From an optimization exercise on the open Yosys and OpenROAD flow, aimed at small area, a short achievable clock period and few clock cycles per item; shortcuts taken in it are not production practice.
Where RTL was checked, it was by simulation tests only, not by an equivalence proof against the original.
Power and IR drop assume default switching activity.

## purple
==> module DIV, before the edit <==
module DIV (
  input clock, reset,
  input flush,
  output in_ready,
  input in_valid,
  input in_sign,
  input [31:0] in_a, in_b,
  input out_ready,
  output out_valid,
  output [31:0] out_quot,
  output [31:0] out_rem
);
  localparam [1:0] ST_IDLE = 2'd0, ST_PREP = 2'd1, ST_ITER = 2'd2, ST_DONE = 2'd3;
  reg [1:0] state;
  reg [31:0] r;      
  reg [32:0] e;      
  reg [31:0] q;
  reg [4:0] cnt;     
  reg [5:0] lza, lzb;   
  reg cin, qs, rs;   
  wire st_idle = state == ST_IDLE;
  wire st_done = state == ST_DONE;
  assign in_ready = st_idle | (st_done & out_ready);
  assign out_valid = st_done;
  wire acc = in_ready & in_valid;
  wire in_as, in_bs;
  wire [31:0] absa, bx;
  wire none, few;    
  wire [5:0] lza_in, lzb_in;
  DIV_pre pre (.sign(in_sign), .a(in_a), .b(in_b), .as(in_as), .bs(in_bs),
               .absa(absa), .bx(bx), .none(none), .few(few), .lza(lza_in), .lzb(lzb_in));
  wire [6:0] sh = {1'b0, lzb} - {1'b0, lza};    
  wire [32:0] esh;
  DIV_align align (.e(e), .k(sh[5:1]), .fill(cin), .y(esh));
  wire q1, q2;
  wire [31:0] rn;
  DIV_step step (.r(r), .e(e), .cin(cin), .q1(q1), .q2(q2), .rn(rn));
  always @(posedge clock) begin
    if (reset | flush) begin
      state <= ST_IDLE;
    end else if (acc) begin
      state <= none ? ST_DONE : few ? ST_ITER : ST_PREP;
      r <= absa;
      e <= ~{bx, in_bs};
      q <= 32'b0;
      cnt <= 5'd0;
      lza <= lza_in;
      lzb <= lzb_in;
      cin <= ~in_bs;
      qs <= (in_a[31] ^ in_b[31]) & in_sign;
      rs <= in_as;
    end else begin
      case (state)
        ST_PREP: begin
          e <= esh;
          cnt <= sh[5:1];
          state <= sh[6] ? ST_DONE : ST_ITER;
        end
        ST_ITER: begin
          r <= rn;
          q <= {q[29:0], q1, q2};
          e <= {2'b11, e[32:2]};
          cnt <= cnt - 5'd1;
          if (cnt == 5'd0) state <= ST_DONE;
        end
        ST_DONE: begin
          if (out_ready) state <= ST_IDLE;
        end
        default: ;
      endcase
    end
  end
  DIV_cneg neg_quot (.s(qs), .x(q), .y(out_quot));
  DIV_cneg neg_rem  (.s(rs), .x(r), .y(out_rem));
endmodule
==> module DIV_pre, before the edit <==
module DIV_pre (
  input sign,
  input [31:0] a, b,
  output as, bs,
  output [31:0] absa,    
  output [31:0] bx,      
  output none,           
  output few,            
  output [5:0] lza,      
  output [5:0] lzb       
);
  assign as = a[31] & sign;
  assign bs = b[31] & sign;
  DIV_cneg neg_a (.s(as), .x(a), .y(absa));
  assign bx = b ^ {32{bs}};
  DIV_clz clz_a (.x(absa), .n(lza));
  DIV_clz clz_b (.x(bx), .n(lzb));
  wire [31:0] ua = as ? {~a[30:0], 1'b1} : a;
  reg [31:0] ma;
  always @* begin
    ma = ua;
    ma = ma | (ma >> 1);
    ma = ma | (ma >> 2);
    ma = ma | (ma >> 4);
    ma = ma | (ma >> 8);
    ma = ma | (ma >> 16);
  end
  assign none = |(bx & ~ma);
  assign few = |(bx & ~{2'b00, ma[31:2]});
endmodule
export LEC_CHECK = 0
export CAP_MARGIN = 20
export CORE_MARGIN = 2
export CORE_UTILIZATION = 40
export SETUP_SLACK_MARGIN = 3.0
export SLEW_MARGIN = 20
export SYNTH_HIERARCHICAL = 1
create_clock -name core_clock -period 8.0 [get_ports {clock}]
standard.sh (not shown) runs the stock make flow with config.mk's settings and CLKGATE_MAP_FILE= SYNTH_SCRIPT=/design/flow/synth_recipe.tcl, a recipe that flattens the netlist after the stock synthesis.
==> flow/flow/run.sh <==
#!/bin/bash
# The standard layout, with the port buffers made from buf_4 cells instead of
# the resizer's default choice (a slow delay buffer), so that the fixed input
# and output delays are not lengthened further by the port buffers.
set -euo pipefail
export BUFFER_PORTS_ARGS="-buffer_cell sky130_fd_sc_hd__buf_4"
bash standard.sh > standard.log 2>&1
Testbench counts of purple, summed over its fixed seeds: cycles 1,688, items 384.
Input-level comparison between red and purple:
-- flow/design.v --
<<< purple, line 16
  reg [32:0] e;      
  reg [31:0] q;
  reg [4:0] cnt;     
  reg [5:0] lza, lzb;   
  reg cin, qs, rs;   
  wire st_idle = state == ST_IDLE;
>>> red, line 16
  reg [32:0] e;      
  reg [31:0] q;
  reg [5:0] cnt;     
  reg cin, qs, rs;   
  wire st_idle = state == ST_IDLE;
<<< purple, line 26
  wire in_as, in_bs;
  wire [31:0] absa, bx;
  wire none, few;    
  wire [5:0] lza_in, lzb_in;
  DIV_pre pre (.sign(in_sign), .a(in_a), .b(in_b), .as(in_as), .bs(in_bs),
               .absa(absa), .bx(bx), .none(none), .few(few), .lza(lza_in), .lzb(lzb_in));
  wire [6:0] sh = {1'b0, lzb} - {1'b0, lza};    
  wire [32:0] esh;
  DIV_align align (.e(e), .k(sh[5:1]), .fill(cin), .y(esh));
  wire q1, q2;
  wire [31:0] rn;
>>> red, line 25
  wire in_as, in_bs;
  wire [31:0] absa, bx;
  wire [6:0] sh;     
  DIV_pre pre (.sign(in_sign), .a(in_a), .b(in_b), .as(in_as), .bs(in_bs),
               .absa(absa), .bx(bx), .sh(sh));
  wire [32:0] esh;
  DIV_align align (.e(e), .k(cnt[4:0]), .fill(cin), .y(esh));
  wire q1, q2;
  wire [31:0] rn;
<<< purple, line 40
      state <= ST_IDLE;
    end else if (acc) begin
      state <= none ? ST_DONE : few ? ST_ITER : ST_PREP;
      r <= absa;
      e <= ~{bx, in_bs};
      q <= 32'b0;
      cnt <= 5'd0;
      lza <= lza_in;
      lzb <= lzb_in;
      cin <= ~in_bs;
      qs <= (in_a[31] ^ in_b[31]) & in_sign;
>>> red, line 37
      state <= ST_IDLE;
    end else if (acc) begin
      state <= sh[6] ? ST_DONE : (sh[5:1] == 5'd0) ? ST_ITER : ST_PREP;
      r <= absa;
      e <= ~{bx, in_bs};
      q <= 32'b0;
      cnt <= {1'b0, sh[5:1]};
      cin <= ~in_bs;
      qs <= (in_a[31] ^ in_b[31]) & in_sign;
<<< purple, line 54
        ST_PREP: begin
          e <= esh;
          cnt <= sh[5:1];
          state <= sh[6] ? ST_DONE : ST_ITER;
        end
        ST_ITER: begin
>>> red, line 49
        ST_PREP: begin
          e <= esh;
          state <= ST_ITER;
        end
        ST_ITER: begin
<<< purple, line 61
          q <= {q[29:0], q1, q2};
          e <= {2'b11, e[32:2]};
          cnt <= cnt - 5'd1;
          if (cnt == 5'd0) state <= ST_DONE;
        end
        ST_DONE: begin
>>> red, line 55
          q <= {q[29:0], q1, q2};
          e <= {2'b11, e[32:2]};
          cnt <= cnt - 6'd1;
          if (cnt == 6'd0) state <= ST_DONE;
        end
        ST_DONE: begin
<<< purple, line 130
  output [31:0] absa,    
  output [31:0] bx,      
  output none,           
  output few,            
  output [5:0] lza,      
  output [5:0] lzb       
);
  assign as = a[31] & sign;
>>> red, line 124
  output [31:0] absa,    
  output [31:0] bx,      
  output [6:0] sh        
);
  assign as = a[31] & sign;
<<< purple, line 139
  DIV_cneg neg_a (.s(as), .x(a), .y(absa));
  assign bx = b ^ {32{bs}};
  DIV_clz clz_a (.x(absa), .n(lza));
  DIV_clz clz_b (.x(bx), .n(lzb));
  wire [31:0] ua = as ? {~a[30:0], 1'b1} : a;
  reg [31:0] ma;
  always @* begin
    ma = ua;
    ma = ma | (ma >> 1);
    ma = ma | (ma >> 2);
    ma = ma | (ma >> 4);
    ma = ma | (ma >> 8);
    ma = ma | (ma >> 16);
  end
  assign none = |(bx & ~ma);
  assign few = |(bx & ~{2'b00, ma[31:2]});
endmodule
module DIV_align (
>>> red, line 130
  DIV_cneg neg_a (.s(as), .x(a), .y(absa));
  assign bx = b ^ {32{bs}};
  wire [5:0] lza, lzb;
  DIV_clz clz_a (.x(absa), .n(lza));
  DIV_clz clz_b (.x(bx), .n(lzb));
  assign sh = {1'b0, lzb} - {1'b0, lza};
endmodule
module DIV_align (
### Flow results
Final period utilization (red over purple): increase, 9.2 points. red vs purple: total length of routed met3 wires down by more than a quarter. Looking only at cell area after placement, and setting everything else aside, the lower value of purple and red goes to red. Lower number of nets in the final layout was reported by red, not purple. Power: red draws less than purple.
Only the layout flow was run in red; the RTL was not checked for function there.

---

the baseline:
The RTL this note starts from:
==> flow/design.v <==
module DIV (
  input clock, reset,
  input flush,
  output in_ready,
  input in_valid,
  input in_sign,
  input [31:0] in_a, in_b,
  input out_ready,
  output out_valid,
  output [31:0] out_quot,
  output [31:0] out_rem
);
  localparam [1:0] ST_IDLE = 2'd0, ST_PREP = 2'd1, ST_ITER = 2'd2, ST_DONE = 2'd3;
  reg [1:0] state;
  reg [31:0] r;      
  reg [32:0] e;      
  reg [31:0] q;
  reg [5:0] cnt;     
  reg bs, qs, rs;
  function automatic [5:0] clz32(input [31:0] x);
    reg [15:0] v1; reg [15:0] p1;
    reg [7:0] v2;  reg [15:0] p2;
    reg [3:0] v3;  reg [11:0] p3;
    reg [1:0] v4;  reg [7:0] p4;
    integer i;
    begin
      for (i = 0; i < 16; i = i + 1) begin
        v1[i] = x[2*i+1] | x[2*i];
        p1[i] = ~x[2*i+1];
      end
      for (i = 0; i < 8; i = i + 1) begin
        v2[i] = v1[2*i+1] | v1[2*i];
        p2[2*i+1] = ~v1[2*i+1];
        p2[2*i]   = v1[2*i+1] ? p1[2*i+1] : p1[2*i];
      end
      for (i = 0; i < 4; i = i + 1) begin
        v3[i] = v2[2*i+1] | v2[2*i];
        p3[3*i+2]  = ~v2[2*i+1];
        p3[3*i+:2] = v2[2*i+1] ? p2[4*i+2+:2] : p2[4*i+:2];
      end
      for (i = 0; i < 2; i = i + 1) begin
        v4[i] = v3[2*i+1] | v3[2*i];
        p4[4*i+3]  = ~v3[2*i+1];
        p4[4*i+:3] = v3[2*i+1] ? p3[6*i+3+:3] : p3[6*i+:3];
      end
      clz32[5] = ~(v4[1] | v4[0]);
      clz32[4] = ~v4[1] & v4[0];
      clz32[3:0] = v4[1] ? p4[7:4] : (p4[3:0] & {4{v4[0]}});
    end
  endfunction
  function automatic [31:0] cneg(input s, input [31:0] x);
    reg [31:0] p;
    begin
      p = x;
      p = p | (p << 1);
      p = p | (p << 2);
      p = p | (p << 4);
      p = p | (p << 8);
      p = p | (p << 16);
      cneg = x ^ ({32{s}} & {p[30:0], 1'b0});
    end
  endfunction
  function automatic [34:0] add35(input [34:0] a, input [34:0] b, input ci);
    reg [34:0] p, g, gg, pp, c;
    integer l, i, j;
    begin
      p = a ^ b;
      g = a & b;
      g[0] = g[0] | (p[0] & ci);
      gg = g; pp = p;
      for (l = 0; l < 6; l = l + 1)
        for (i = 34; i >= 0; i = i - 1)
          if (((i >> l) & 1) == 1) begin
            j = ((i >> l) << l) - 1;
            gg[i] = gg[i] | (pp[i] & gg[j]);
            pp[i] = pp[i] & pp[j];
          end
      c = {gg[33:0], ci};
      add35 = p ^ c;
    end
  endfunction
  wire st_idle = state == ST_IDLE;
  wire st_done = state == ST_DONE;
  assign in_ready = st_idle | (st_done & out_ready);
  assign out_valid = st_done;
  wire acc = in_ready & in_valid;
  wire in_as = in_a[31] & in_sign;
  wire in_bs = in_b[31] & in_sign;
  wire [31:0] absa = cneg(in_as, in_a);
  wire [31:0] bx = in_b ^ {32{in_bs}};
  wire [6:0] sh = {1'b0, clz32(bx)} - {1'b0, clz32(absa)};   
  reg [32:0] bsh;
  integer k;
  always @* begin
    bsh = {e[31:0], bs};
    for (k = 1; k < 6; k = k + 1)
      if (cnt[k]) bsh = (bsh << (1 << k)) | ({33{bs}} & ~({33{1'b1}} << (1 << k)));
  end
  wire cin = ~bs;
  wire [34:0] ex0 = {2'b11, e};
  wire [34:0] ex1 = {3'b111, e[32:1]};
  wire [34:0] ra = {3'b000, r};
  wire [34:0] d1 = add35(ra, ex0, cin);
  wire [34:0] d2 = add35(ra, ex1, cin);
  wire [34:0] cs_s = ra ^ ex0 ^ ex1;
  wire [34:0] cs_c = (ra & ex0) | (ra & ex1) | (ex0 & ex1);
  wire [34:0] d3 = add35(cs_s, {cs_c[33:0], cin}, cin);
  wire q1 = ~d1[34];
  wire q2 = q1 ? ~d3[34] : ~d2[34];
  wire [31:0] rn = q1 ? (q2 ? d3[31:0] : d1[31:0]) : (q2 ? d2[31:0] : r);
  always @(posedge clock) begin
    if (reset | flush) begin
      state <= ST_IDLE;
    end else if (acc) begin
      state <= sh[6] ? ST_DONE : ST_PREP;
      r <= absa;
      e <= {1'b0, bx};
      q <= 32'b0;
      cnt <= sh[5:0];
      bs <= in_bs;
      qs <= (in_a[31] ^ in_b[31]) & in_sign;
      rs <= in_as;
    end else begin
      case (state)
        ST_PREP: begin
          e <= ~bsh;
          cnt <= {1'b0, cnt[5:1]};
          state <= ST_ITER;
        end
        ST_ITER: begin
          r <= rn;
          q <= {q[29:0], q1, q2};
          e <= {2'b11, e[32:2]};
          cnt <= cnt - 6'd1;
          if (cnt == 6'd0) state <= ST_DONE;
        end
        ST_DONE: begin
          if (out_ready) state <= ST_IDLE;
        end
        default: ;
      endcase
    end
  end
  assign out_quot = cneg(qs, q);
  assign out_rem  = cneg(rs, r);
endmodule
clock: 8.0 ns
lec_check: 0
cap_margin: 20
core_margin: 2
core_utilization: 40
setup_slack_margin: 3.0
slew_margin: 20
Scripts as last shown in full above: flow/flow/run.sh
Testbench counts of the baseline, summed over its fixed seeds: cycles 1,780, items 384.
Here is what was changed in the inputs of the candidate compared with the baseline.
--- a/flow/design.v
+++ b/flow/design.v
@@ -89,12 +89,12 @@
   wire [31:0] absa = cneg(in_as, in_a);
   wire [31:0] bx = in_b ^ {32{in_bs}};
   wire [6:0] sh = {1'b0, clz32(bx)} - {1'b0, clz32(absa)};   
-  reg [32:0] bsh;
+  reg [32:0] esh;
   integer k;
   always @* begin
-    bsh = {e[31:0], bs};
-    for (k = 1; k < 6; k = k + 1)
-      if (cnt[k]) bsh = (bsh << (1 << k)) | ({33{bs}} & ~({33{1'b1}} << (1 << k)));
+    esh = e;
+    for (k = 0; k < 5; k = k + 1)
+      if (cnt[k]) esh = (esh << (2 << k)) | ({33{~bs}} & ~({33{1'b1}} << (2 << k)));
   end
   wire cin = ~bs;
   wire [34:0] ex0 = {2'b11, e};
@@ -112,19 +112,18 @@
     if (reset | flush) begin
       state <= ST_IDLE;
     end else if (acc) begin
-      state <= sh[6] ? ST_DONE : ST_PREP;
+      state <= sh[6] ? ST_DONE : (sh[5:1] == 5'd0) ? ST_ITER : ST_PREP;
       r <= absa;
-      e <= {1'b0, bx};
+      e <= ~{bx, in_bs};
       q <= 32'b0;
-      cnt <= sh[5:0];
+      cnt <= {1'b0, sh[5:1]};
       bs <= in_bs;
       qs <= (in_a[31] ^ in_b[31]) & in_sign;
       rs <= in_as;
     end else begin
       case (state)
         ST_PREP: begin
-          e <= ~bsh;
-          cnt <= {1'b0, cnt[5:1]};
+          e <= esh;
           state <= ST_ITER;
         end
         ST_ITER: begin
--- outcome ---
The candidate: data arrival time of the critical path higher than the baseline
Changes observed in the candidate relative to the baseline: combinational group share of total power higher; area growth from synthesis to final layout barely changed; post-route worst setup slack shrank by 610 ps.
Per the comparison of the candidate with the baseline, power share of the clock group moved down; power moved up; total routed wirelength moved up; non-clock buffer contribution to total cell area moved down.
No functional check of the RTL was part of the candidate.

---

Starts from the design.v that is shown in full above.
==> flow/config.mk <==
export PLATFORM = sky130hd
export DESIGN_NAME = DIV
export DESIGN_NICKNAME = DIV
export VERILOG_FILES = /design/flow/design.v
export SDC_FILE = /design/flow/constraint.sdc
export NUM_CORES = 4
export LEC_CHECK = 0
export CAP_MARGIN = 20
export CORE_MARGIN = 2
export CORE_UTILIZATION = 40
export SETUP_SLACK_MARGIN = 2.5
export SLEW_MARGIN = 20
==> flow/constraint.sdc <==
create_clock -name core_clock -period 8.0 [get_ports {clock}]
set_input_delay 1.6000 -clock core_clock [delete_from_list [all_inputs] [get_ports {clock}]]
set_output_delay 1.6000 -clock core_clock [all_outputs]
set_load 0.01 [all_outputs]
Scripts as last shown in full above: flow/flow/run.sh
Testbench counts at the start, summed over its fixed seeds: cycles 1,780, items 384.
Change:
--- a/flow/design.v
+++ b/flow/design.v
@@ -111,13 +111,13 @@
   always @(posedge clock) begin
     if (reset | flush) begin
       state <= ST_IDLE;
     end else if (acc) begin
-      state <= sh[6] ? ST_DONE : ST_PREP;
+      state <= sh[6] ? ST_DONE : (sh[5:1] == 5'd0) ? ST_ITER : ST_PREP;
       r <= absa;
-      e <= {1'b0, bx};
+      e <= (sh[5:1] == 5'd0) ? ~{1'b0, bx, in_bs} : {1'b0, bx};
       q <= 32'b0;
-      cnt <= sh[5:0];
+      cnt <= (sh[5:1] == 5'd0) ? 6'd0 : sh[5:0];
       bs <= in_bs;
       qs <= (in_a[31] ^ in_b[31]) & in_sign;
       rs <= in_as;
     end else begin
Effect:
- The changed run ran to the end with no violations
- die area rose by 1.2%
- design area is higher by 5.6%
- wire length rose by 5.3%
- non-clock buffer count went up by 34
- worst hold slack is worse by 30 ps
Function not checked in the second run of this note: the RTL went through the layout flow alone.

## static timing again, ports no longer ideal
No port has a modelled driver above. Below, the same layouts with a new extraction and two added sets of constraints.
Step 1 (the two cells are an assumption about what drives the block):
set clk [get_ports {clock}]
set_driving_cell -lib_cell sky130_fd_sc_hd__clkbuf_16 $clk
set_driving_cell -lib_cell sky130_fd_sc_hd__buf_2 [delete_from_list [all_inputs] $clk]
Step 2 adds t to the input delays and takes it off the output delays; t is the mean of the earliest and latest rising clock arrival at the registers after step 1. Input paths then give back, and output paths get back, about the clock's delay inside the block.
Three values: ideal ports, drivers, drivers and shift; two values: the first two.
run	shift t [ns]	slack for setup (ns)	pins driven straight from the clock port
purple	0.482	3.220 / 3.220 / 2.844	1
red	0.430	2.482 / 2.494 / 2.064	1
the baseline	0.418	2.721 / 2.672 / 2.476	1
the candidate	0.429	2.112 / 2.056 / 2.485	1
the first run of note 3	0.423	2.655 / 2.605 / 2.369	1
the second run of note 3	0.424	1.438 / 1.450 / 1.025	1
After both steps every run listed still meets setup and hold. The setup slack of red, which loses most, moves by +0.012 ns with the drivers and by -0.418 ns with both steps.
